What follows belongs to an exercise in optimizing a design on an open flow for small area; a production flow would make more cautious choices. The RTL was checked by simulation tests, not by an equivalence proof against the original design. Power figures rest on the tool's default switching activity, not on a simulated workload.

`flow/config.mk`:
```
export PLATFORM = sky130hd
export DESIGN_NAME = SA
export DESIGN_NICKNAME = SA
export VERILOG_FILES = /design/flow/design.v
export SDC_FILE = /design/flow/constraint.sdc
export NUM_CORES = 4
export LEC_CHECK = 0
export CAP_MARGIN = 20
export CORE_MARGIN = 2
export CORE_UTILIZATION = 55
export PLACE_DENSITY = 0.7
export SLEW_MARGIN = 20
export SYNTH_HIERARCHICAL = 1
```
`flow/standard.sh`:
```
#!/bin/bash
# synth_recipe.tcl (not shown) runs the flow's synth.tcl, then flattens the netlist and writes it again
# the make line also repeats each setting of config.mk as NAME=value (left out here)
make -C /OpenROAD-flow-scripts/flow DESIGN_CONFIG=/design/flow/config.mk WORK_HOME=/design/flow/orfs CLKGATE_MAP_FILE= SYNTH_SCRIPT=/design/flow/synth_recipe.tcl "${@:-finish}"
```
`flow/constraint.sdc`:
```
create_clock -name core_clock -period 10.0 [get_ports {clk}]
set_input_delay 2.0000 -clock core_clock [delete_from_list [all_inputs] [get_ports {clk}]]
set_output_delay 2.0000 -clock core_clock [all_outputs]
set_load 0.01 [all_outputs]
```
`flow/design.v`:
```
module Counter #(
    parameter COUNT_NUM = 4
    )
    (
    input   clk,
    input   rst_n,
    input   start_i,
    output  done_o,
    output  done_n_o         
    );
    localparam COUNT_LG2 = $clog2(COUNT_NUM);
    localparam IDLE = 2'b00;
    localparam RUN  = 2'b01;
    localparam DONE = 2'b10;
    reg [1:0] c_state, n_state;
    reg [COUNT_LG2-1:0] cnt_num;
    always @(posedge clk, negedge rst_n) begin
        if (!rst_n) begin
            c_state <= IDLE;
        end else begin
            c_state <= n_state;
        end
    end
    always @(*) begin 
        n_state = c_state;   
        case (c_state)
            IDLE    : begin
                if (start_i) begin
                    n_state = RUN;
                end
            end
            RUN     : begin
                if (cnt_num==COUNT_NUM-1) begin
                    n_state = DONE;
                end
            end
            DONE    : begin
                n_state = IDLE;
            end
            default : begin
                n_state = IDLE;
            end
        endcase
    end
    always @(posedge clk, negedge rst_n) begin
        if (!rst_n) begin
            cnt_num <= {(COUNT_LG2){1'b0}};
        end else begin
            case (c_state)
                IDLE    : cnt_num <= {(COUNT_LG2){1'b0}};
                RUN     : cnt_num <= cnt_num + 'd1;
                DONE    : cnt_num <= {(COUNT_LG2){1'b0}};
                default : cnt_num <= {(COUNT_LG2){1'b0}};
            endcase
        end
    end
    reg done_nr;
    always @(posedge clk, negedge rst_n) begin
        if (!rst_n) begin
            done_nr <= 1'b1;
        end else begin
            done_nr <= (n_state!=DONE);
        end
    end
    assign done_o = (c_state==DONE);
    assign done_n_o = done_nr;
endmodule
module PE #(
    parameter DATA_WIDTH = 8,
    parameter WEIGHT_RST = 0
    )
    (
    input                           clk,
    input                           rst_n,
    input   [DATA_WIDTH-1:0]        ifmap_i,         
    input                           ifmap_valid_i,   
    input   [DATA_WIDTH-1:0]        weight_i,
    input                           weight_en_i,
    input                           weight_hold_i,   
    input   [15:0]                  lo_n_i,          
    output  [DATA_WIDTH-1:0]        weight_o,
    output  [16:0]                  sum_n_o          
    );
    reg     [DATA_WIDTH-1:0]        weight_r;
    reg     [DATA_WIDTH-1:0]        icopy_r;
    wire    [DATA_WIDTH-1:0]        en_m   = {(DATA_WIDTH){weight_en_i}};
    wire    [DATA_WIDTH-1:0]        hold_m = {(DATA_WIDTH){weight_hold_i}};
    generate
        if (WEIGHT_RST) begin : G_WRST
            always @(posedge clk, negedge rst_n) begin
                if (!rst_n)
                    weight_r <= {(DATA_WIDTH){1'b0}};
                else
                    weight_r <= (weight_i & en_m) | (weight_r & hold_m);
            end
        end else begin : G_WNORST
            always @(posedge clk) begin
                weight_r <= (weight_i & en_m) | (weight_r & hold_m);
            end
        end
    endgenerate
    wire                            ld_v   = weight_en_i & ifmap_valid_i;
    always @(posedge clk, negedge rst_n) begin
        if (!rst_n)
            icopy_r <= {(DATA_WIDTH){1'b0}};
        else
            icopy_r <= (ifmap_i & {(DATA_WIDTH){ld_v}}) | (icopy_r & hold_m);
    end
    wire [7:0] ppn [0:7];
    genvar g;
    generate
        for (g = 0; g < 8; g = g + 1) begin : G_PP
            assign ppn[g] = ~(icopy_r & {8{weight_r[g]}});
        end
    endgenerate
    wire s1, c2;
    XNOR2 u_s1 (.a(ppn[0][5]), .b(ppn[1][4]), .y(s1));
    assign c2 = ppn[0][5] | ppn[1][4];
    wire s3, c4;
    FA u_s3 (.a(ppn[0][6]), .b(ppn[1][5]), .c(ppn[2][4]), .s(s3), .co(c4));
    wire s5, c6;
    XNOR2 u_s5 (.a(ppn[3][3]), .b(ppn[4][2]), .y(s5));
    assign c6 = ppn[3][3] | ppn[4][2];
    wire s7, c8;
    FA u_s7 (.a(ppn[0][7]), .b(ppn[1][6]), .c(ppn[2][5]), .s(s7), .co(c8));
    wire s9, c10;
    FA u_s9 (.a(ppn[3][4]), .b(ppn[4][3]), .c(ppn[5][2]), .s(s9), .co(c10));
    wire s11, c12;
    XNOR2 u_s11 (.a(ppn[6][1]), .b(ppn[7][0]), .y(s11));
    assign c12 = ppn[6][1] | ppn[7][0];
    wire s13, c14;
    FA u_s13 (.a(ppn[1][7]), .b(ppn[2][6]), .c(ppn[3][5]), .s(s13), .co(c14));
    wire s15, c16;
    FA u_s15 (.a(ppn[4][4]), .b(ppn[5][3]), .c(ppn[6][2]), .s(s15), .co(c16));
    wire s17, c18;
    XNOR2 u_s17 (.a(ppn[7][1]), .b(lo_n_i[8]), .y(s17));
    assign c18 = ppn[7][1] | lo_n_i[8];
    wire s19, c20;
    FA u_s19 (.a(ppn[2][7]), .b(ppn[3][6]), .c(ppn[4][5]), .s(s19), .co(c20));
    wire s21, c22;
    FA u_s21 (.a(ppn[5][4]), .b(ppn[6][3]), .c(ppn[7][2]), .s(s21), .co(c22));
    wire s23, c24;
    FA u_s23 (.a(ppn[3][7]), .b(ppn[4][6]), .c(ppn[5][5]), .s(s23), .co(c24));
    wire s25, c26;
    XNOR2 u_s25 (.a(ppn[0][3]), .b(ppn[1][2]), .y(s25));
    assign c26 = ppn[0][3] | ppn[1][2];
    wire s27, c28;
    FA u_s27 (.a(ppn[0][4]), .b(ppn[1][3]), .c(ppn[2][2]), .s(s27), .co(c28));
    wire s29, c30;
    XNOR2 u_s29 (.a(ppn[3][1]), .b(ppn[4][0]), .y(s29));
    assign c30 = ppn[3][1] | ppn[4][0];
    wire s31, c32;
    FA u_s31 (.a(s1), .b(ppn[2][3]), .c(ppn[3][2]), .s(s31), .co(c32));
    wire s33, c34;
    FA u_s33 (.a(ppn[4][1]), .b(ppn[5][0]), .c(lo_n_i[5]), .s(s33), .co(c34));
    wire s35, c36;
    FA u_s35 (.a(s3), .b(s5), .c(ppn[5][1]), .s(s35), .co(c36));
    wire s37, c38;
    FA u_s37 (.a(ppn[6][0]), .b(lo_n_i[6]), .c(c2), .s(s37), .co(c38));
    wire s39, c40;
    FA u_s39 (.a(s7), .b(s9), .c(s11), .s(s39), .co(c40));
    wire s41, c42;
    FA u_s41 (.a(lo_n_i[7]), .b(c4), .c(c6), .s(s41), .co(c42));
    wire s43, c44;
    FA u_s43 (.a(s13), .b(s15), .c(s17), .s(s43), .co(c44));
    wire s45, c46;
    FA u_s45 (.a(c8), .b(c10), .c(c12), .s(s45), .co(c46));
    wire s47, c48;
    FA u_s47 (.a(s19), .b(s21), .c(lo_n_i[9]), .s(s47), .co(c48));
    wire s49, c50;
    FA u_s49 (.a(c14), .b(c16), .c(c18), .s(s49), .co(c50));
    wire s51, c52;
    FA u_s51 (.a(s23), .b(ppn[6][4]), .c(ppn[7][3]), .s(s51), .co(c52));
    wire s53, c54;
    FA u_s53 (.a(lo_n_i[10]), .b(c20), .c(c22), .s(s53), .co(c54));
    wire s55, c56;
    FA u_s55 (.a(ppn[4][7]), .b(ppn[5][6]), .c(ppn[6][5]), .s(s55), .co(c56));
    wire s57, c58;
    FA u_s57 (.a(ppn[7][4]), .b(lo_n_i[11]), .c(c24), .s(s57), .co(c58));
    wire s59, c60;
    FA u_s59 (.a(ppn[5][7]), .b(ppn[6][6]), .c(ppn[7][5]), .s(s59), .co(c60));
    wire s61, c62;
    XNOR2 u_s61 (.a(ppn[0][2]), .b(ppn[1][1]), .y(s61));
    assign c62 = ppn[0][2] | ppn[1][1];
    wire s63, c64;
    FA u_s63 (.a(s25), .b(ppn[2][1]), .c(ppn[3][0]), .s(s63), .co(c64));
    wire s65, c66;
    FA u_s65 (.a(s27), .b(s29), .c(lo_n_i[4]), .s(s65), .co(c66));
    wire s67, c68;
    FA u_s67 (.a(s31), .b(s33), .c(c28), .s(s67), .co(c68));
    wire s69, c70;
    FA u_s69 (.a(s35), .b(s37), .c(c32), .s(s69), .co(c70));
    wire s71, c72;
    FA u_s71 (.a(s39), .b(s41), .c(c36), .s(s71), .co(c72));
    wire s73, c74;
    FA u_s73 (.a(s43), .b(s45), .c(c40), .s(s73), .co(c74));
    wire s75, c76;
    FA u_s75 (.a(s47), .b(s49), .c(c44), .s(s75), .co(c76));
    wire s77, c78;
    FA u_s77 (.a(s51), .b(s53), .c(c48), .s(s77), .co(c78));
    wire s79, c80;
    FA u_s79 (.a(s55), .b(s57), .c(c52), .s(s79), .co(c80));
    wire s81, c82;
    FA u_s81 (.a(s59), .b(lo_n_i[12]), .c(c56), .s(s81), .co(c82));
    wire s83, c84;
    FA u_s83 (.a(ppn[6][7]), .b(ppn[7][6]), .c(lo_n_i[13]), .s(s83), .co(c84));
    wire s85, c86;
    XNOR2 u_s85 (.a(ppn[0][1]), .b(ppn[1][0]), .y(s85));
    assign c86 = ppn[0][1] | ppn[1][0];
    wire s87, c88;
    FA u_s87 (.a(s61), .b(ppn[2][0]), .c(lo_n_i[2]), .s(s87), .co(c88));
    wire s89, c90;
    FA u_s89 (.a(s63), .b(lo_n_i[3]), .c(c62), .s(s89), .co(c90));
    wire s91, c92;
    FA u_s91 (.a(s65), .b(c26), .c(c64), .s(s91), .co(c92));
    wire s93, c94;
    FA u_s93 (.a(s67), .b(c30), .c(c66), .s(s93), .co(c94));
    wire s95, c96;
    FA u_s95 (.a(s69), .b(c34), .c(c68), .s(s95), .co(c96));
    wire s97, c98;
    FA u_s97 (.a(s71), .b(c38), .c(c70), .s(s97), .co(c98));
    wire s99, c100;
    FA u_s99 (.a(s73), .b(c42), .c(c72), .s(s99), .co(c100));
    wire s101, c102;
    FA u_s101 (.a(s75), .b(c46), .c(c74), .s(s101), .co(c102));
    wire s103, c104;
    FA u_s103 (.a(s77), .b(c50), .c(c76), .s(s103), .co(c104));
    wire s105, c106;
    FA u_s105 (.a(s79), .b(c54), .c(c78), .s(s105), .co(c106));
    wire s107, c108;
    FA u_s107 (.a(s81), .b(c58), .c(c80), .s(s107), .co(c108));
    wire s109, c110;
    FA u_s109 (.a(s83), .b(c60), .c(c82), .s(s109), .co(c110));
    wire s111, c112;
    FA u_s111 (.a(ppn[7][7]), .b(lo_n_i[14]), .c(c84), .s(s111), .co(c112));
    XNOR2 u_s113 (.a(ppn[0][0]), .b(lo_n_i[0]), .y(sum_n_o[0]));
    assign c114 = ppn[0][0] | lo_n_i[0];
    FA u_s115 (.a(s85), .b(lo_n_i[1]), .c(c114), .s(sum_n_o[1]), .co(c116));
    FA u_s117 (.a(s87), .b(c86), .c(c116), .s(sum_n_o[2]), .co(c118));
    FA u_s119 (.a(s89), .b(c88), .c(c118), .s(sum_n_o[3]), .co(c120));
    FA u_s121 (.a(s91), .b(c90), .c(c120), .s(sum_n_o[4]), .co(c122));
    FA u_s123 (.a(s93), .b(c92), .c(c122), .s(sum_n_o[5]), .co(c124));
    FA u_s125 (.a(s95), .b(c94), .c(c124), .s(sum_n_o[6]), .co(c126));
    FA u_s127 (.a(s97), .b(c96), .c(c126), .s(sum_n_o[7]), .co(c128));
    FA u_s129 (.a(s99), .b(c98), .c(c128), .s(sum_n_o[8]), .co(c130));
    FA u_s131 (.a(s101), .b(c100), .c(c130), .s(sum_n_o[9]), .co(c132));
    FA u_s133 (.a(s103), .b(c102), .c(c132), .s(sum_n_o[10]), .co(c134));
    FA u_s135 (.a(s105), .b(c104), .c(c134), .s(sum_n_o[11]), .co(c136));
    FA u_s137 (.a(s107), .b(c106), .c(c136), .s(sum_n_o[12]), .co(c138));
    FA u_s139 (.a(s109), .b(c108), .c(c138), .s(sum_n_o[13]), .co(c140));
    FA u_s141 (.a(s111), .b(c110), .c(c140), .s(sum_n_o[14]), .co(c142));
    FA u_s143 (.a(lo_n_i[15]), .b(c112), .c(c142), .s(sum_n_o[15]), .co(sum_n_o[16]));
    assign weight_o = weight_r;
endmodule
module PE_LAST #(
    parameter DATA_WIDTH = 8,
    parameter WEIGHT_RST = 0
    )
    (
    input                           clk,
    input                           rst_n,
    input   [DATA_WIDTH-1:0]        ifmap_i,         
    input                           ifmap_valid_i,   
    input   [DATA_WIDTH-1:0]        weight_i,
    input                           weight_en_i,
    input                           weight_hold_i,   
    input   [15:0]                  lo_n_i,          
    output  [DATA_WIDTH-1:0]        weight_o,
    output  [16:0]                  sum_o            
    );
    reg     [DATA_WIDTH-1:0]        weight_r;
    reg     [15:0]                  prod_n_r;        
    wire    [DATA_WIDTH-1:0]        en_m   = {(DATA_WIDTH){weight_en_i}};
    wire    [DATA_WIDTH-1:0]        hold_m = {(DATA_WIDTH){weight_hold_i}};
    generate
        if (WEIGHT_RST) begin : G_WRST
            always @(posedge clk, negedge rst_n) begin
                if (!rst_n)
                    weight_r <= {(DATA_WIDTH){1'b0}};
                else
                    weight_r <= (weight_i & en_m) | (weight_r & hold_m);
            end
        end else begin : G_WNORST
            always @(posedge clk) begin
                weight_r <= weight_i;
            end
        end
    endgenerate
    wire    [DATA_WIDTH-1:0]        ifm = ifmap_i & {(DATA_WIDTH){ifmap_valid_i}};
    wire [7:0] ppn [0:7];
    genvar g;
    generate
        for (g = 0; g < 8; g = g + 1) begin : G_PP
            assign ppn[g] = ~(ifm & {8{weight_i[g]}});
        end
    endgenerate
    wire [15:0] prod_n;
    wire s1, c2;
    XNOR2 u_s1 (.a(ppn[0][6]), .b(ppn[1][5]), .y(s1));
    assign c2 = ppn[0][6] | ppn[1][5];
    wire s3, c4;
    FA u_s3 (.a(ppn[0][7]), .b(ppn[1][6]), .c(ppn[2][5]), .s(s3), .co(c4));
    wire s5, c6;
    XNOR2 u_s5 (.a(ppn[3][4]), .b(ppn[4][3]), .y(s5));
    assign c6 = ppn[3][4] | ppn[4][3];
    wire s7, c8;
    FA u_s7 (.a(ppn[1][7]), .b(ppn[2][6]), .c(ppn[3][5]), .s(s7), .co(c8));
    wire s9, c10;
    XNOR2 u_s9 (.a(ppn[4][4]), .b(ppn[5][3]), .y(s9));
    assign c10 = ppn[4][4] | ppn[5][3];
    wire s11, c12;
    FA u_s11 (.a(ppn[2][7]), .b(ppn[3][6]), .c(ppn[4][5]), .s(s11), .co(c12));
    wire s13, c14;
    XNOR2 u_s13 (.a(ppn[0][4]), .b(ppn[1][3]), .y(s13));
    assign c14 = ppn[0][4] | ppn[1][3];
    wire s15, c16;
    FA u_s15 (.a(ppn[0][5]), .b(ppn[1][4]), .c(ppn[2][3]), .s(s15), .co(c16));
    wire s17, c18;
    XNOR2 u_s17 (.a(ppn[3][2]), .b(ppn[4][1]), .y(s17));
    assign c18 = ppn[3][2] | ppn[4][1];
    wire s19, c20;
    FA u_s19 (.a(s1), .b(ppn[2][4]), .c(ppn[3][3]), .s(s19), .co(c20));
    wire s21, c22;
    FA u_s21 (.a(ppn[4][2]), .b(ppn[5][1]), .c(ppn[6][0]), .s(s21), .co(c22));
    wire s23, c24;
    FA u_s23 (.a(s3), .b(s5), .c(ppn[5][2]), .s(s23), .co(c24));
    wire s25, c26;
    FA u_s25 (.a(ppn[6][1]), .b(ppn[7][0]), .c(c2), .s(s25), .co(c26));
    wire s27, c28;
    FA u_s27 (.a(s7), .b(s9), .c(ppn[6][2]), .s(s27), .co(c28));
    wire s29, c30;
    FA u_s29 (.a(ppn[7][1]), .b(c4), .c(c6), .s(s29), .co(c30));
    wire s31, c32;
    FA u_s31 (.a(s11), .b(ppn[5][4]), .c(ppn[6][3]), .s(s31), .co(c32));
    wire s33, c34;
    FA u_s33 (.a(ppn[7][2]), .b(c8), .c(c10), .s(s33), .co(c34));
    wire s35, c36;
    FA u_s35 (.a(ppn[3][7]), .b(ppn[4][6]), .c(ppn[5][5]), .s(s35), .co(c36));
    wire s37, c38;
    FA u_s37 (.a(ppn[6][4]), .b(ppn[7][3]), .c(c12), .s(s37), .co(c38));
    wire s39, c40;
    FA u_s39 (.a(ppn[4][7]), .b(ppn[5][6]), .c(ppn[6][5]), .s(s39), .co(c40));
    wire s41, c42;
    XNOR2 u_s41 (.a(ppn[0][3]), .b(ppn[1][2]), .y(s41));
    assign c42 = ppn[0][3] | ppn[1][2];
    wire s43, c44;
    FA u_s43 (.a(s13), .b(ppn[2][2]), .c(ppn[3][1]), .s(s43), .co(c44));
    wire s45, c46;
    FA u_s45 (.a(s15), .b(s17), .c(ppn[5][0]), .s(s45), .co(c46));
    wire s47, c48;
    FA u_s47 (.a(s19), .b(s21), .c(c16), .s(s47), .co(c48));
    wire s49, c50;
    FA u_s49 (.a(s23), .b(s25), .c(c20), .s(s49), .co(c50));
    wire s51, c52;
    FA u_s51 (.a(s27), .b(s29), .c(c24), .s(s51), .co(c52));
    wire s53, c54;
    FA u_s53 (.a(s31), .b(s33), .c(c28), .s(s53), .co(c54));
    wire s55, c56;
    FA u_s55 (.a(s35), .b(s37), .c(c32), .s(s55), .co(c56));
    wire s57, c58;
    FA u_s57 (.a(s39), .b(ppn[7][4]), .c(c36), .s(s57), .co(c58));
    wire s59, c60;
    FA u_s59 (.a(ppn[5][7]), .b(ppn[6][6]), .c(ppn[7][5]), .s(s59), .co(c60));
    wire s61, c62;
    XNOR2 u_s61 (.a(ppn[0][2]), .b(ppn[1][1]), .y(s61));
    assign c62 = ppn[0][2] | ppn[1][1];
    wire s63, c64;
    FA u_s63 (.a(s41), .b(ppn[2][1]), .c(ppn[3][0]), .s(s63), .co(c64));
    wire s65, c66;
    FA u_s65 (.a(s43), .b(ppn[4][0]), .c(c42), .s(s65), .co(c66));
    wire s67, c68;
    FA u_s67 (.a(s45), .b(c14), .c(c44), .s(s67), .co(c68));
    wire s69, c70;
    FA u_s69 (.a(s47), .b(c18), .c(c46), .s(s69), .co(c70));
    wire s71, c72;
    FA u_s71 (.a(s49), .b(c22), .c(c48), .s(s71), .co(c72));
    wire s73, c74;
    FA u_s73 (.a(s51), .b(c26), .c(c50), .s(s73), .co(c74));
    wire s75, c76;
    FA u_s75 (.a(s53), .b(c30), .c(c52), .s(s75), .co(c76));
    wire s77, c78;
    FA u_s77 (.a(s55), .b(c34), .c(c54), .s(s77), .co(c78));
    wire s79, c80;
    FA u_s79 (.a(s57), .b(c38), .c(c56), .s(s79), .co(c80));
    wire s81, c82;
    FA u_s81 (.a(s59), .b(c40), .c(c58), .s(s81), .co(c82));
    wire s83, c84;
    FA u_s83 (.a(ppn[6][7]), .b(ppn[7][6]), .c(c60), .s(s83), .co(c84));
    wire s85, c86;
    XNOR2 u_s85 (.a(ppn[0][1]), .b(ppn[1][0]), .y(s85));
    assign c86 = ppn[0][1] | ppn[1][0];
    wire s87, c88;
    FA u_s87 (.a(s61), .b(ppn[2][0]), .c(c86), .s(s87), .co(c88));
    wire s89, c90;
    FA u_s89 (.a(s63), .b(c62), .c(c88), .s(s89), .co(c90));
    wire s91, c92;
    FA u_s91 (.a(s65), .b(c64), .c(c90), .s(s91), .co(c92));
    wire s93, c94;
    FA u_s93 (.a(s67), .b(c66), .c(c92), .s(s93), .co(c94));
    wire s95, c96;
    FA u_s95 (.a(s69), .b(c68), .c(c94), .s(s95), .co(c96));
    wire s97, c98;
    FA u_s97 (.a(s71), .b(c70), .c(c96), .s(s97), .co(c98));
    wire s99, c100;
    FA u_s99 (.a(s73), .b(c72), .c(c98), .s(s99), .co(c100));
    wire s101, c102;
    FA u_s101 (.a(s75), .b(c74), .c(c100), .s(s101), .co(c102));
    wire s103, c104;
    FA u_s103 (.a(s77), .b(c76), .c(c102), .s(s103), .co(c104));
    wire s105, c106;
    FA u_s105 (.a(s79), .b(c78), .c(c104), .s(s105), .co(c106));
    wire s107, c108;
    FA u_s107 (.a(s81), .b(c80), .c(c106), .s(s107), .co(c108));
    wire s109, c110;
    FA u_s109 (.a(s83), .b(c82), .c(c108), .s(s109), .co(c110));
    wire s111, c112;
    FA u_s111 (.a(ppn[7][7]), .b(c84), .c(c110), .s(s111), .co(c112));
    assign prod_n[0] = ppn[0][0];
    assign prod_n[1] = s85;
    assign prod_n[2] = s87;
    assign prod_n[3] = s89;
    assign prod_n[4] = s91;
    assign prod_n[5] = s93;
    assign prod_n[6] = s95;
    assign prod_n[7] = s97;
    assign prod_n[8] = s99;
    assign prod_n[9] = s101;
    assign prod_n[10] = s103;
    assign prod_n[11] = s105;
    assign prod_n[12] = s107;
    assign prod_n[13] = s109;
    assign prod_n[14] = s111;
    assign prod_n[15] = c112;
    always @(posedge clk, negedge rst_n) begin
        if (!rst_n)
            prod_n_r <= 16'hffff;
        else
            prod_n_r <= (prod_n & {16{weight_en_i}}) | (prod_n_r & {16{weight_hold_i}});
    end
    wire s113, c114;
    XNOR2 u_s113 (.a(lo_n_i[0]), .b(prod_n_r[0]), .y(s113));
    assign c114 = lo_n_i[0] | prod_n_r[0];
    wire s115, c116;
    FA u_s115 (.a(lo_n_i[1]), .b(prod_n_r[1]), .c(c114), .s(s115), .co(c116));
    wire s117, c118;
    FA u_s117 (.a(lo_n_i[2]), .b(prod_n_r[2]), .c(c116), .s(s117), .co(c118));
    wire s119, c120;
    FA u_s119 (.a(lo_n_i[3]), .b(prod_n_r[3]), .c(c118), .s(s119), .co(c120));
    wire s121, c122;
    FA u_s121 (.a(lo_n_i[4]), .b(prod_n_r[4]), .c(c120), .s(s121), .co(c122));
    wire s123, c124;
    FA u_s123 (.a(lo_n_i[5]), .b(prod_n_r[5]), .c(c122), .s(s123), .co(c124));
    wire s125, c126;
    FA u_s125 (.a(lo_n_i[6]), .b(prod_n_r[6]), .c(c124), .s(s125), .co(c126));
    wire s127, c128;
    FA u_s127 (.a(lo_n_i[7]), .b(prod_n_r[7]), .c(c126), .s(s127), .co(c128));
    wire s129, c130;
    XNOR2 u_s129 (.a(lo_n_i[8]), .b(prod_n_r[8]), .y(s129));
    assign c130 = lo_n_i[8] | prod_n_r[8];
    wire s131, c132;
    FA u_s131 (.a(lo_n_i[9]), .b(prod_n_r[9]), .c(c130), .s(s131), .co(c132));
    wire s133, c134;
    FA u_s133 (.a(lo_n_i[10]), .b(prod_n_r[10]), .c(c132), .s(s133), .co(c134));
    wire s135, c136;
    FA u_s135 (.a(lo_n_i[11]), .b(prod_n_r[11]), .c(c134), .s(s135), .co(c136));
    wire s137, c138;
    FA u_s137 (.a(lo_n_i[12]), .b(prod_n_r[12]), .c(c136), .s(s137), .co(c138));
    wire s139, c140;
    FA u_s139 (.a(lo_n_i[13]), .b(prod_n_r[13]), .c(c138), .s(s139), .co(c140));
    wire s141, c142;
    FA u_s141 (.a(lo_n_i[14]), .b(prod_n_r[14]), .c(c140), .s(s141), .co(c142));
    wire s143, c144;
    FA u_s143 (.a(lo_n_i[15]), .b(prod_n_r[15]), .c(c142), .s(s143), .co(c144));
    wire s145, c146;
    assign s145 = lo_n_i[8] ^ prod_n_r[8];
    assign c146 = lo_n_i[8] & prod_n_r[8];
    wire s147, c148;
    FA u_s147 (.a(lo_n_i[9]), .b(prod_n_r[9]), .c(c146), .s(s147), .co(c148));
    wire s149, c150;
    FA u_s149 (.a(lo_n_i[10]), .b(prod_n_r[10]), .c(c148), .s(s149), .co(c150));
    wire s151, c152;
    FA u_s151 (.a(lo_n_i[11]), .b(prod_n_r[11]), .c(c150), .s(s151), .co(c152));
    wire s153, c154;
    FA u_s153 (.a(lo_n_i[12]), .b(prod_n_r[12]), .c(c152), .s(s153), .co(c154));
    wire s155, c156;
    FA u_s155 (.a(lo_n_i[13]), .b(prod_n_r[13]), .c(c154), .s(s155), .co(c156));
    wire s157, c158;
    FA u_s157 (.a(lo_n_i[14]), .b(prod_n_r[14]), .c(c156), .s(s157), .co(c158));
    wire s159, c160;
    FA u_s159 (.a(lo_n_i[15]), .b(prod_n_r[15]), .c(c158), .s(s159), .co(c160));
    assign sum_o[0] = ~s113;
    assign sum_o[1] = ~s115;
    assign sum_o[2] = ~s117;
    assign sum_o[3] = ~s119;
    assign sum_o[4] = ~s121;
    assign sum_o[5] = ~s123;
    assign sum_o[6] = ~s125;
    assign sum_o[7] = ~s127;
    assign sum_o[8] = ~(c128 ? s129 : s145);
    assign sum_o[9] = ~(c128 ? s131 : s147);
    assign sum_o[10] = ~(c128 ? s133 : s149);
    assign sum_o[11] = ~(c128 ? s135 : s151);
    assign sum_o[12] = ~(c128 ? s137 : s153);
    assign sum_o[13] = ~(c128 ? s139 : s155);
    assign sum_o[14] = ~(c128 ? s141 : s157);
    assign sum_o[15] = ~(c128 ? s143 : s159);
    assign sum_o[16] = ~(c128 ? c144 : c160);
    assign weight_o = weight_r;
endmodule
module FA (input a, input b, input c, output s, output co);
    assign s  = a ^ b ^ c;
    assign co = (a & b) | (a & c) | (b & c);
endmodule
module XNOR2 (input a, input b, output y);
    assign y = ~(a ^ b);
endmodule
module SA #(
    parameter PE_SIZE       = 8,
    parameter DATA_WIDTH    = 8,
    parameter PSUM_WIDTH    = 32
    )
    (
    input clk,
    input rst_n,
    input   [DATA_WIDTH*PE_SIZE-1:0]    ifmap_row_i,
    input   [DATA_WIDTH*PE_SIZE-1:0]    weight_col_i,
    input   [PSUM_WIDTH*PE_SIZE-1:0]    psum_row_i,
    input                               ifmap_preload_i,
    input   [PE_SIZE-1:0]               weight_en_col_i,
    input   [PE_SIZE-1:0]               psum_en_row_i,
    output  [DATA_WIDTH*PE_SIZE-1:0]    ifmap_row_o,
    output  [DATA_WIDTH*PE_SIZE-1:0]    weight_col_o,
    output  [PSUM_WIDTH*PE_SIZE-1:0]    psum_row_o,
    output  [PE_SIZE-1:0]               weight_en_col_o,
    output  [PE_SIZE-1:0]               psum_en_row_o
    );
    localparam N  = PE_SIZE;
    localparam DW = DATA_WIDTH;
    localparam HW = PSUM_WIDTH - 16;      
    localparam CW = $clog2(N);            
    wire preload_done_w;
    wire preload_ndone_w;     
    Counter #(
        .COUNT_NUM ( PE_SIZE-1 )
    ) u_Counter (
        .clk     ( clk              ),
        .rst_n   ( rst_n            ),
        .start_i ( ifmap_preload_i  ),
        .done_o  ( preload_done_w   ),
        .done_n_o( preload_ndone_w  )
    );
    reg preload_r;
    always @(posedge clk, negedge rst_n) begin
        if (!rst_n)
            preload_r <= 1'b0;
        else if (ifmap_preload_i)
            preload_r <= 1'b1;
        else if (preload_done_w)
            preload_r <= 1'b0;
    end
    reg preload_rb;
    always @(posedge clk, negedge rst_n) begin
        if (!rst_n)
            preload_rb <= 1'b1;
        else if (ifmap_preload_i)
            preload_rb <= 1'b0;
        else if (!preload_ndone_w)
            preload_rb <= 1'b1;
    end
    wire ifmap_en_w   = (!preload_done_w) & (ifmap_preload_i | preload_r);
    wire ifmap_hold_w = (!preload_ndone_w) | (!ifmap_preload_i & preload_rb);
    reg [PE_SIZE-1:0] ifmap_v_r;
    always @(posedge clk, negedge rst_n) begin
        if (!rst_n)
            ifmap_v_r <= {PE_SIZE{1'b0}};
        else
            ifmap_v_r <= ({ifmap_v_r[PE_SIZE-2:0], 1'b1} & {PE_SIZE{ifmap_en_w}})
                       | (ifmap_v_r & {PE_SIZE{ifmap_hold_w}});
    end
    genvar j, k;
    generate
        for (j = 0; j < N; j = j + 1) begin : G_LANE
            reg  [DW-1:0] ifmap_r [0:N-1];
            reg  [N-1:0]  pen_r;
            reg           pen_hold_r;
            wire [15:0]   lo_q  [0:N-1];
            wire [HW-1:0] hi_q  [0:N-1];
            wire [CW-1:0] cnt_q [0:N-1];
            wire [16:0]   sum_w [0:N-1];
            always @(posedge clk, negedge rst_n) begin
                if (!rst_n)
                    pen_r <= {N{1'b0}};
                else
                    pen_r <= {pen_r[N-2:0], psum_en_row_i[N-1-j]};
            end
            always @(posedge clk, negedge rst_n) begin
                if (!rst_n)
                    pen_hold_r <= 1'b1;
                else
                    pen_hold_r <= !pen_r[N-3];
            end
            for (k = 0; k < N; k = k + 1) begin : G_STAGE
                always @(posedge clk) begin
                    ifmap_r[k] <= (((k == 0) ? ifmap_row_i[DW*(N-j)-1 -: DW] : ifmap_r[k-1 < 0 ? 0 : k-1]) & {DW{ifmap_en_w}})
                                | (ifmap_r[k] & {DW{ifmap_hold_w}});
                end
                if (k < N-1) begin : G_MID
                    localparam KW = (k == 0) ? 1 : $clog2(k+1);
                    reg [15:0]   lo_r;
                    reg [HW-1:0] hi_r;
                    reg [KW-1:0] c_r;
                    always @(posedge clk) begin
                        if (k == 0) begin
                            lo_r <= ~psum_row_i[PSUM_WIDTH*(N-j)-1-HW -: 16];
                            hi_r <= psum_row_i[PSUM_WIDTH*(N-j)-1 -: HW];
                            c_r  <= {KW{1'b0}};
                        end else begin
                            lo_r <= G_STAGE[k-1 < 0 ? 0 : k-1].G_MID.lo_n;
                            hi_r <= hi_q[k-1 < 0 ? 0 : k-1];
                            c_r  <= G_STAGE[k-1 < 0 ? 0 : k-1].G_MID.c_n[KW-1:0];
                        end
                    end
                    wire [15:0]  lo_n = sum_w[k][15:0];
                    wire [KW:0]  c_n  = c_r + !sum_w[k][16];
                    assign lo_q[k]  = lo_r;
                    assign hi_q[k]  = hi_r;
                    assign cnt_q[k] = c_r;
                end else begin : G_LAST
                    reg [15:0]   lo_r;
                    reg [HW-1:0] hi_r;
                    wire [CW-1:0] c_in = G_STAGE[N-2].G_MID.c_n[CW-1:0];    
                    wire [HW-1:0] hi_in;
                    wire [HW:0]   hc;
                    assign hc[0] = 1'b0;
                    genvar b;
                    for (b = 0; b < HW; b = b + 1) begin : G_HI
                        if (b < CW) begin : G_F
                            assign hi_in[b] = hi_q[N-2][b] ^ c_in[b] ^ hc[b];
                            assign hc[b+1]  = (hi_q[N-2][b] & c_in[b]) | (hc[b] & (hi_q[N-2][b] ^ c_in[b]));
                        end else begin : G_H
                            assign hi_in[b] = hi_q[N-2][b] ^ hc[b];
                            assign hc[b+1]  = hi_q[N-2][b] & hc[b];
                        end
                    end
                    always @(posedge clk, negedge rst_n) begin
                        if (!rst_n) begin
                            lo_r <= 16'hffff;
                            hi_r <= {HW{1'b0}};
                        end else begin
                            lo_r <= (G_STAGE[N-2].G_MID.lo_n & {16{pen_r[N-2]}}) | (lo_r & {16{pen_hold_r}});
                            hi_r <= (hi_in & {HW{pen_r[N-2]}}) | (hi_r & {HW{pen_hold_r}});
                        end
                    end
                    assign lo_q[k]  = lo_r;
                    assign hi_q[k]  = hi_r;
                    assign cnt_q[k] = {CW{1'b0}};
                    wire [HW-1:0] ones;
                    assign ones[0] = 1'b1;
                    for (b = 1; b < HW; b = b + 1) begin : G_ONES
                        assign ones[b] = &hi_r[b-1:0];
                    end
                    assign psum_row_o[PSUM_WIDTH*(N-j)-1 -: PSUM_WIDTH] =
                        {hi_r ^ (ones & {HW{sum_w[k][16]}}), sum_w[k][15:0]};
                end
            end
            assign ifmap_row_o[DW*(N-j)-1 -: DW] = ifmap_r[N-1] & {DW{ifmap_v_r[N-1]}};
            assign psum_en_row_o[N-1-j] = pen_r[N-1];
        end
        for (k = 0; k < N; k = k + 1) begin : G_COL
            reg  [N-1:0]  wen_r;
            reg  [N-1:0]  wen_hold_r;    
            wire [DW-1:0] w_q [0:N-1];
            always @(posedge clk, negedge rst_n) begin
                if (!rst_n)
                    wen_r <= {N{1'b0}};
                else
                    wen_r <= {wen_r[N-2:0], weight_en_col_i[N-1-k]};
            end
            always @(posedge clk, negedge rst_n) begin
                if (!rst_n)
                    wen_hold_r <= {N{1'b1}};
                else
                    wen_hold_r <= ~{wen_r[N-2:0], weight_en_col_i[N-1-k]};
            end
            for (j = 0; j < N; j = j + 1) begin : G_PE
                if (k < N-1) begin : G_MIDPE
                    PE #(
                        .DATA_WIDTH ( DW ),
                        .WEIGHT_RST ( j == N-1 )
                    ) PE_INST (
                        .clk         ( clk ),
                        .rst_n       ( rst_n ),
                        .ifmap_i     ( G_LANE[j].ifmap_r[k] ),
                        .ifmap_valid_i ( ifmap_v_r[k] ),
                        .weight_i    ( (j == 0) ? weight_col_i[DW*(N-k)-1 -: DW] : w_q[j == 0 ? 0 : j-1] ),
                        .weight_en_i ( (j == 0) ? weight_en_col_i[N-1-k] : wen_r[j == 0 ? 0 : j-1] ),
                        .weight_hold_i ( (j == 0) ? !weight_en_col_i[N-1-k] : wen_hold_r[j == 0 ? 0 : j-1] ),
                        .lo_n_i      ( G_LANE[j].lo_q[k] ),
                        .weight_o    ( w_q[j] ),
                        .sum_n_o     ( G_LANE[j].sum_w[k] )
                    );
                end else begin : G_LASTPE
                    PE_LAST #(
                        .DATA_WIDTH ( DW ),
                        .WEIGHT_RST ( j == N-1 )
                    ) PE_INST (
                        .clk         ( clk ),
                        .rst_n       ( rst_n ),
                        .ifmap_i     ( G_LANE[j].ifmap_r[k] ),
                        .ifmap_valid_i ( ifmap_v_r[k] ),
                        .weight_i    ( (j == 0) ? weight_col_i[DW*(N-k)-1 -: DW] : w_q[j == 0 ? 0 : j-1] ),
                        .weight_en_i ( (j == 0) ? weight_en_col_i[N-1-k] : wen_r[j == 0 ? 0 : j-1] ),
                        .weight_hold_i ( (j == 0) ? !weight_en_col_i[N-1-k] : wen_hold_r[j == 0 ? 0 : j-1] ),
                        .lo_n_i      ( G_LANE[j].lo_q[k] ),
                        .weight_o    ( w_q[j] ),
                        .sum_o       ( G_LANE[j].sum_w[k] )
                    );
                end
            end
            assign weight_col_o[DW*(N-k)-1 -: DW] = w_q[N-1];
            assign weight_en_col_o[N-1-k] = wen_r[N-1];
        end
    endgenerate
endmodule
```
`flow/flow/run.sh`:
```
#!/bin/bash
# Own layout flow: the standard layout (standard.sh runs the ORFS flow,
# synthesis through finish, with its scripts unchanged) with two settings
# changed:
#  - the input and output ports are buffered with sky130_fd_sc_hd__buf_1
#    rather than the buffer cell buffer_ports picks by default (every port
#    still gets its own buffer);
#  - clock tree synthesis builds the tree from clkbuf_8 with clusters of up
#    to 14 sinks and no dummy loads.
# ORFS writes each step's full log under orfs/logs/; make's own output
# goes to standard_make.log in the work folder.
set -euo pipefail
cd "$(dirname "$0")/.."
export BUFFER_PORTS_ARGS="-buffer_cell sky130_fd_sc_hd__buf_1"
export CTS_ARGS="-sink_clustering_enable -repair_clock_nets -sink_clustering_size 14 -sink_clustering_max_diameter 60 -buf_list sky130_fd_sc_hd__clkbuf_8 -dont_use_dummy_load"
bash standard.sh finish > standard_make.log 2>&1
```
==> impl_metrics.yaml <==
synth:
  synth.most_common_cell: "nand2_1"
  yosysSeqAreaShare_pct: 37.9
  synth_area_um2: 226000
  synth_edf_count: 0
  syn_inst: 17810
  syn_avg_cell_area_um2: 12.7
  synth_seq_cells: 3968
  ys.flop_type: "dfxtp_1"
  async_flop_share_pct: 27.8
  yosys-top-cells-area: "fa_1 36%, dfxtp_1 25%, dfrtp_1 8.7%, nand2_1 6.9%, a22o_1 5.2%"
  ys_warn_count: 88
  synth_top_area_share_pct: 36.4
  ys_types: 44
  synth_commonest_cells: "4139 x nand2_1, 4096 x fa_1, 2864 x dfxtp_1"
  synth_top_area_cell: "fa_1"
  syn-num-nets: 22519
critical_path:
  cp_max_fo: 4
  required_ns: 11.05
  arrival_ns: 10.95
  cpPeakStageDelay_ns: 0.56
  critical_path.endpoint_type: "flop"
  path_class: "flop to flop"
  crit_slowest_cell: "fa_1"
  cp_top_family: "adder cells"
  critPathBufInv: 4
  start_kind: "flop"
pwr:
  vdd_drop_max_v: 0.000343
  p_sw_share_pct: 44.1
  p_switching_w: 0.0419
  leakagePower_nw: 81.9
  pwr-share-seq_pct: 30.9
  clockPowerShare_pct: 9.2
  internal_power_w: 0.0531
  p_comb_share_pct: 59.9
  power.density_nw_per_um2: 402
floorplanning:
  die-area_um2: 415000
  core-area_um2: 409000
  rows: 235
  die_w_um: 644
  die_y_um: 644
  io_pins: 803
  start_util_pct: 55.1
global_routing:
  antenna_found_initial: 12
  grt_max_degree: 152
  grt_pass1_vias: 143840
  grt_util_all_layers_pct: 25.6
  grt-ovfl-total: 0
  grt_pass1_wl_um: 832000
drt:
  wire_per_inst_um: 22.5
  dr.pass1.iters: 7
  routed_via_density: 5.76
  drc: 0
  routed_wl_um: 524000
  ant_nets: 0
  first_iter_violations: 10211
  vias: 133897
cells_and_area:
  layout.nets: 22504
  synthToLayoutAreaGrowth_pct: 4.66
  drive_above_1_share_pct: 8.28
  stdcell_area_um2: 236000
hold_path:
  min_path_type: "flop to flop"
run_status:
  status: "finished clean"
clocking:
  clk_latency_ns: 1.18
  ctsRootBufferMaster: "clkbuf_8"
  path_clk_slew_ns: 0.08
  cts_made_buffers: 397
  htree_levels: 5
  clock-sinks: 3968
  cts_tree: "yes"
  ctsLongestPathBuffers: 4
timing:
  layout_min_cycle_time_ns: 9.90
  tightest_slew_ns: 1.13
  skew_ns: 0.127
  relSlewSlack_pct: 24.9
  finalHoldViolations: 0
  whs_ns: 0.252
  rsz0062_at_grt: "yes"
  drv_slew: 0
  setup_viol: 0
  min_period_over_period_pct: 99.0
  timing.fmax_ghz: 0.101
  fin_setup_tns_ns: 0
job:
  maxCapViolations: 0
placement:
  gp_congestion: 0.898
  place_hpwl_um: 398000
  port_buffers: 802
  placed_cell_area_um2: 228000
==> layer usage <==
layer	part of all wire, %	GRT usage (%)	wire length, um	up-vias
met3	5.7	3.26	29900	1115
met5	0.012	0	61	-
li1	-	-	-	57391
met1	38	33.2	201000	70696
met2	52	44.5	272000	4685
met4	4.0	8.78	21200	10
==> power groups by stage <==
stage,combinational [W],clock [W],sequential (W)
after floorplan,0.0433,0,0.0248
after global placement,0.0568,0,0.0296
after detailed placement,0.0584,0,0.0297
after CTS,0.0591,0.00906,0.0293
after global routing,0.0654,0.00965,0.0300
final,0.0569,0.00874,0.0293
==> Yosys stat by module, one instance, submodules excluded, a selection <==
module / cell area [um^2] / times used / cells inside
FA: 20.0 / 4080 / 1
XNOR2: 8.76 / 584 / 1
SA: 74300 / 1 / 4742
==> sequential cells by signal, indices dropped and copies added, names as in the netlist, 56 cells and up <==
name and count:
G_LANE.pen_r 64, G_COL.wen_r 64, G_LANE.G_STAGE.G_LAST.lo_r 128, G_LANE.ifmap_r 512, G_COL.G_PE.G_LASTPE.PE_INST.prod_n_r 128, G_LANE.G_STAGE.G_MID.hi_r 896
G_COL.G_PE.G_MIDPE.PE_INST.weight_r 448, G_LANE.G_STAGE.G_MID.lo_r 896, G_COL.G_PE.G_LASTPE.PE_INST.weight_r 64, G_COL.G_PE.G_MIDPE.PE_INST.icopy_r 448, G_COL.wen_hold_r 56, G_LANE.G_STAGE.G_MID.c_r 112
G_LANE.G_STAGE.G_LAST.hi_r 128
==> worst register-to-register path, delay by kind of cell, from the launching register on <==
| family | cells | cell delay (ns) |
|---|---|---|
| fa+ha+maj | 31 | 8.82 |
| simple gates | 1 | 0.04 |
| compound gates | 1 | 0.18 |
| flops | 1 | 0.40 |
| buf+inv | 4 | 0.34 |
==> layout by cell type, fill, tap and decap left out, types with 112 or more instances in the layout <==
master    count
xnor2_1     655
nand4_1     439
dfxtp_1    2848
clkbuf_8    397
buf_4       297
dfstp_2     322
nand2_1    4116
nand3b_1    112
a32o_1      448
dfrtp_1     757
a22o_1     1343
fa_1       3964
fa_2        132
inv_1       361
buf_1       801
==> repair_timing <==
item,in CTS,in global routing
hold buffers,0,0
setup endpoints to repair,32,25
gates resized for setup,228,176
cloned,0,0
pin swaps,125,176
setup buffers,23,13
==> cells by family (layout without fill, tap and decap cells) <==
family,Yosys count,in the layout,synth area share [%]
AND/OR/NAND/NOR,4992,4992,9.35
other,0,21,0
buffers and inverters,1915,1898,4.81
adder cells (fa/ha/maj),4306,4306,37.5
multiplexers,72,72,0.320
AO/OA/AOI/OAI,1812,1812,7.25
XOR/XNOR,745,745,2.89
flip-flops,3968,3968,37.9
==> path summary, 6_finish.rpt <==
| kind | cells past startpoint | from | end | slack (ns) |
|---|---|---|---|---|
| hold / removal | 0 | G_LANE[2].G_STAGE[2].G_MID.hi_r[15] | G_LANE[2].G_STAGE[3].G_MID.hi_r[15] | 0.25 |
| min in group asynchronous | 2 | rst_n | G_LANE[5].G_STAGE[7].G_LAST.hi_r[2] | 0.89 |
| max in group asynchronous | 4 | rst_n | G_COL[1].G_PE[7].G_MIDPE.PE_INST.icopy_r[0] | 6.87 |
| setup / recovery | 37 | G_COL[6].G_PE[3].G_MIDPE.PE_INST.weight_r[1] | G_LANE[3].G_STAGE[7].G_LAST.hi_r[14] | 0.1 |
| hold reg to reg | 0 | G_LANE[2].G_STAGE[2].G_MID.hi_r[15] | G_LANE[2].G_STAGE[3].G_MID.hi_r[15] | 0.25 |
| setup reg to reg | 37 | G_COL[6].G_PE[3].G_MIDPE.PE_INST.weight_r[1] | G_LANE[3].G_STAGE[7].G_LAST.hi_r[14] | 0.1 |
==> per-stage QoR <==
step | utilization, % | setup slack, ns | cells | power [W]
floorplan | - | -0.0296 | 17810 | 0.0681
global placement | 55.8 | -0.403 | 22811 | 0.0864
detailed placement | 55.8 | -0.517 | 22811 | 0.0881
CTS | 57.4 | -0.0575 | 23231 | 0.0974
global route | 57.7 | -0.172 | 23256 | 0.105
finish | 57.7 | 0.0987 | 23265 | 0.0950
==> final cells by class <==
type	count	area, um^2
Timing Repair Buffer	1118	5570
Multi-Input combinational cell	11927	131000
Fill cell	33172	173000
Clock buffer	397	5460
Sequential cell	3968	85500
Antenna cell	21	52.6
Tap cell	5451	6820
Inverter	383	1440

-- separate check: timing with driven ports --
The results above use ideal ports. As a check the final layout listed here was re-extracted and re-timed, cells and wires unchanged. Step 1 (the two cells are an assumption about what drives the block):
set clk [get_ports {clk}]
set_driving_cell -lib_cell sky130_fd_sc_hd__clkbuf_16 $clk
set_driving_cell -lib_cell sky130_fd_sc_hd__buf_2 [delete_from_list [all_inputs] $clk]
Step 2 adds t to the input delays and takes it off the output delays; t is the mean of the earliest and latest rising clock arrival at the registers after step 1. Input paths then give back, and output paths get back, about the clock's delay inside the block. Slacks: no drivers / after step 1 / after step 2; pairs: no drivers / after step 1.
shift t [ns]: 1.242
setup slack, ns: 0.099 / 0.099 / 0.099
hold slack, ns: 0.252 / 0.252 / 0.252
slew at the worst register clock pin (ns): 0.10 / 0.10
After both steps setup and hold are still met in this run. For this run, drivers alone change the setup slack by 0.000 ns; drivers and shift together by 0.000 ns.
